Background: an optimization exercise with open tools, aiming at small area. Do not read the settings as production practice.
Function was checked by simulation only, so behaviour that the tests miss may differ from the original.
The flow treats the clock pin as an ideal source, which a real chip does not have.
Power is estimated from default activity; no workload was simulated.

== P ==
==> flow/design.v (excerpt) <==
module SDRAM_arbit(
    input                   sysclk_100M         ,
    input                   rst_n               ,
    output                  CKE                 ,
    output                  cs_n                ,
    output  reg             ras_n               ,
    output  reg             cas_n               ,
    output  reg             we_n                ,
    output          [12:0]  addr                ,
    output          [ 1:0]  ba                  ,
    output          [ 1:0]  dqm                 ,
    output          [15:0]  dq_o                ,
    output                  dq_oe               ,
    input           [15:0]  dq_i                ,
    input                   write_trig          ,
    output                  write_data_vld      ,
    input           [15:0]  w_dq                ,
    input                   read_trig           ,
    output                  read_data_vld       ,
    output          [15:0]  r_dq                ,
    output                  write_end
);
Size: about 450 cells after synthesis, about 94 I/O pins.
clock: 10.0 ns
lec_check: 0
cap_margin: 20
core_margin: 2
core_utilization: 40
slew_margin: 20
standard.sh (not shown) runs the stock make flow with config.mk's settings and CLKGATE_MAP_FILE= SYNTH_SCRIPT=/design/flow/synth_recipe.tcl, a recipe that flattens the netlist after the stock synthesis.
==> flow/flow/run.sh <==
#!/bin/bash
# Layout: the standard ORFS flow (standard.sh, standard synthesis unchanged) with three
# changes: the clock tree is built by flow/clock_tree.tcl (the clock port drives four
# clkbuf_8, one per quadrant of the flip-flops) in place of TritonCTS's H-tree; the port
# buffers use the smallest buffer cell; and the constant outputs keep the synthesis's two
# tie cells instead of one tie cell each. Each tool's output stays in orfs/logs;
# standard.sh's own output goes to standard.log.
set -euo pipefail
cd "$(dirname "$0")/.."
export PRE_CTS_TCL="$PWD/flow/clock_tree.tcl"
export CTS_ARGS="-sink_clustering_enable -repair_clock_nets -buf_list sky130_fd_sc_hd__clkbuf_8 -dont_use_dummy_load"
export BUFFER_PORTS_ARGS="-buffer_cell sky130_fd_sc_hd__buf_1"
export SKIP_REPAIR_TIE_FANOUT=1
bash standard.sh > standard.log 2>&1
Other scripts of this flow, unchanged in this note and not shown: flow/flow/clock_tree.tcl
Relative to P, the following input files were edited for Q:
--- a/flow/design.v
+++ b/flow/design.v
@@ -120,56 +120,58 @@
         ph_nx = P_ARBS;
     else
         ph_nx = ph + 4'd1;      
 end
 wire        flag_nx = (arb & ~ref_req & (g_rd | g_wr)) ? g_wr : flag;
 wire [3:0]  wc_nx   = (s_xfer & ~x_last) ? wc + 4'd1 : 4'd0;
 wire [5:0]  wcol_nx = wcol + {5'd0, w_b7};
 wire [9:0]  dcnt_nx = (ref0 | (init & d_zero)) ? (init ? L_INIT_RELOAD : L_REF_RELOAD) :
                       d_zero ? 10'd0 : {dcnt[8:0], dcnt[9] ^ dcnt[6]};
-always @(posedge sysclk_100M)
-    wc <= wc_nx;
-always @(posedge sysclk_100M) begin
-    wtd <= wt1;
-    rtd <= rt1;
-end
-always @(posedge sysclk_100M) begin
-    wrow <= ((w_frame | init) ? 11'd0 : wrow) + {10'd0, w_rowend & ~w_lastrow};
-    rrow <= ((r_frame | init) ? 11'd0 : rrow) + {10'd0, r_rowend & ~r_lastrow};
-end
 always @(posedge sysclk_100M or negedge rst_n) begin
     if (!rst_n) begin
         ph     <= P_INIT;
         flag   <= 1'b0;
+        wc     <= 4'd0;
         dcnt   <= L_INIT_FIRST;
         wstat  <= 1'b0;
         rstat  <= 1'b0;
+        wtd    <= 1'b0;
+        rtd    <= 1'b0;
         wt1    <= 1'b0;
         rt1    <= 1'b0;
         wend_q <= 1'b0;
         rend_q <= 1'b1;
         wcol   <= 6'd0;
+        wrow   <= 11'd0;
         wbank  <= 1'b0;
         rcol   <= 6'd0;
+        rrow   <= 11'd0;
         rbank  <= 1'b0;
     end else begin
         ph     <= ph_nx;
         flag   <= flag_nx;
+        wc     <= wc_nx;
         dcnt   <= dcnt_nx;
         wstat  <= (s_pre1 & wr)  ? ~wend_q : (wstat | wtd);
         rstat  <= (s_pre1 & ~wr) ? ~rend_q : (rstat | rtd);
         wt1    <= write_trig;
         rt1    <= read_trig;
+        wtd    <= wt1;
+        rtd    <= rt1;
         wend_q <= wend_c;
         rend_q <= rend_c;
         wcol   <= wcol_nx;
+        if (w_rowend)
+            wrow <= w_lastrow ? 11'd0 : wrow + 11'd1;
         wbank  <= w_bank_c;
         rcol   <= rcol + {5'd0, rc11 | (init & (d_zero | (d_one & rcol63)))};
+        if (r_rowend)
+            rrow <= r_lastrow ? 11'd0 : rrow + 11'd1;
         rbank  <= r_bank_c;
     end
 end
 wire nx_xfer = ph_nx[3] & ph_nx[2] & ~ph_nx[1];
 wire nx_act  = ph_nx[3] & ~ph_nx[2] & ph_nx[1];
 assign dq_oe          = ph_nx[3] & flag_nx;
 assign write_data_vld = nx_xfer & flag_nx;
 assign read_data_vld  = nx_xfer & ~flag_nx & (wc_nx[3] | wc_nx[2]);
 assign write_end      = (nx_xfer & flag_nx & (wc_nx[2:0] == 3'd6) & (wcol_nx[4:0] == 5'd31)) |
==> comparison <==
Compare P and Q | final critical path time including I/O delays and setup higher: P
Changes observed in Q relative to P: worst setup slack saw an increase; peak supply drop increased by about 37% relative to the old numbers.
Maximum frequency was higher in Q than in P.
Compared to P, Q has power of the combinational group about 60% higher.
Slack of the worst reg-to-reg path, P and Q, higher one = Q.
The cell count in Q was higher than what P gave.
Q vs P — cell count after placement rose about 2.6%.
Worst path arrival time (lower): Q
Q: post-route core utilization is 0.34 points lower than what P reported.
Areal power density over the cells (Q over P): decrease, about 2.3%
Total power is lower on P

==> re-timing with driven ports <==
How much do the figures lean on ideal ports? The routed layouts below were timed once more, with nothing changed but the port constraints. Step 1 sets driving cells, clkbuf_16 on the clock port and buf_2 on the other inputs (assumed; they add their load-dependent delay and slew). Step 2 times the ports against the registers' clock, not the clock port: input delays grow and output delays shrink by t, the midpoint of the rising clock arrivals with the driver on. Slacks: ideal / step 1 / step 2; pairs: ideal / step 1.
run | t, ns | setup WS [ns] | slew at the worst register clock pin (ns)
P | 0.216 | 5.104 / 5.040 / 5.256 | 0.10 / 0.10
Q | 0.222 | 5.199 / 5.130 / 5.352 | 0.10 / 0.10
After both steps every run listed still meets setup and hold.
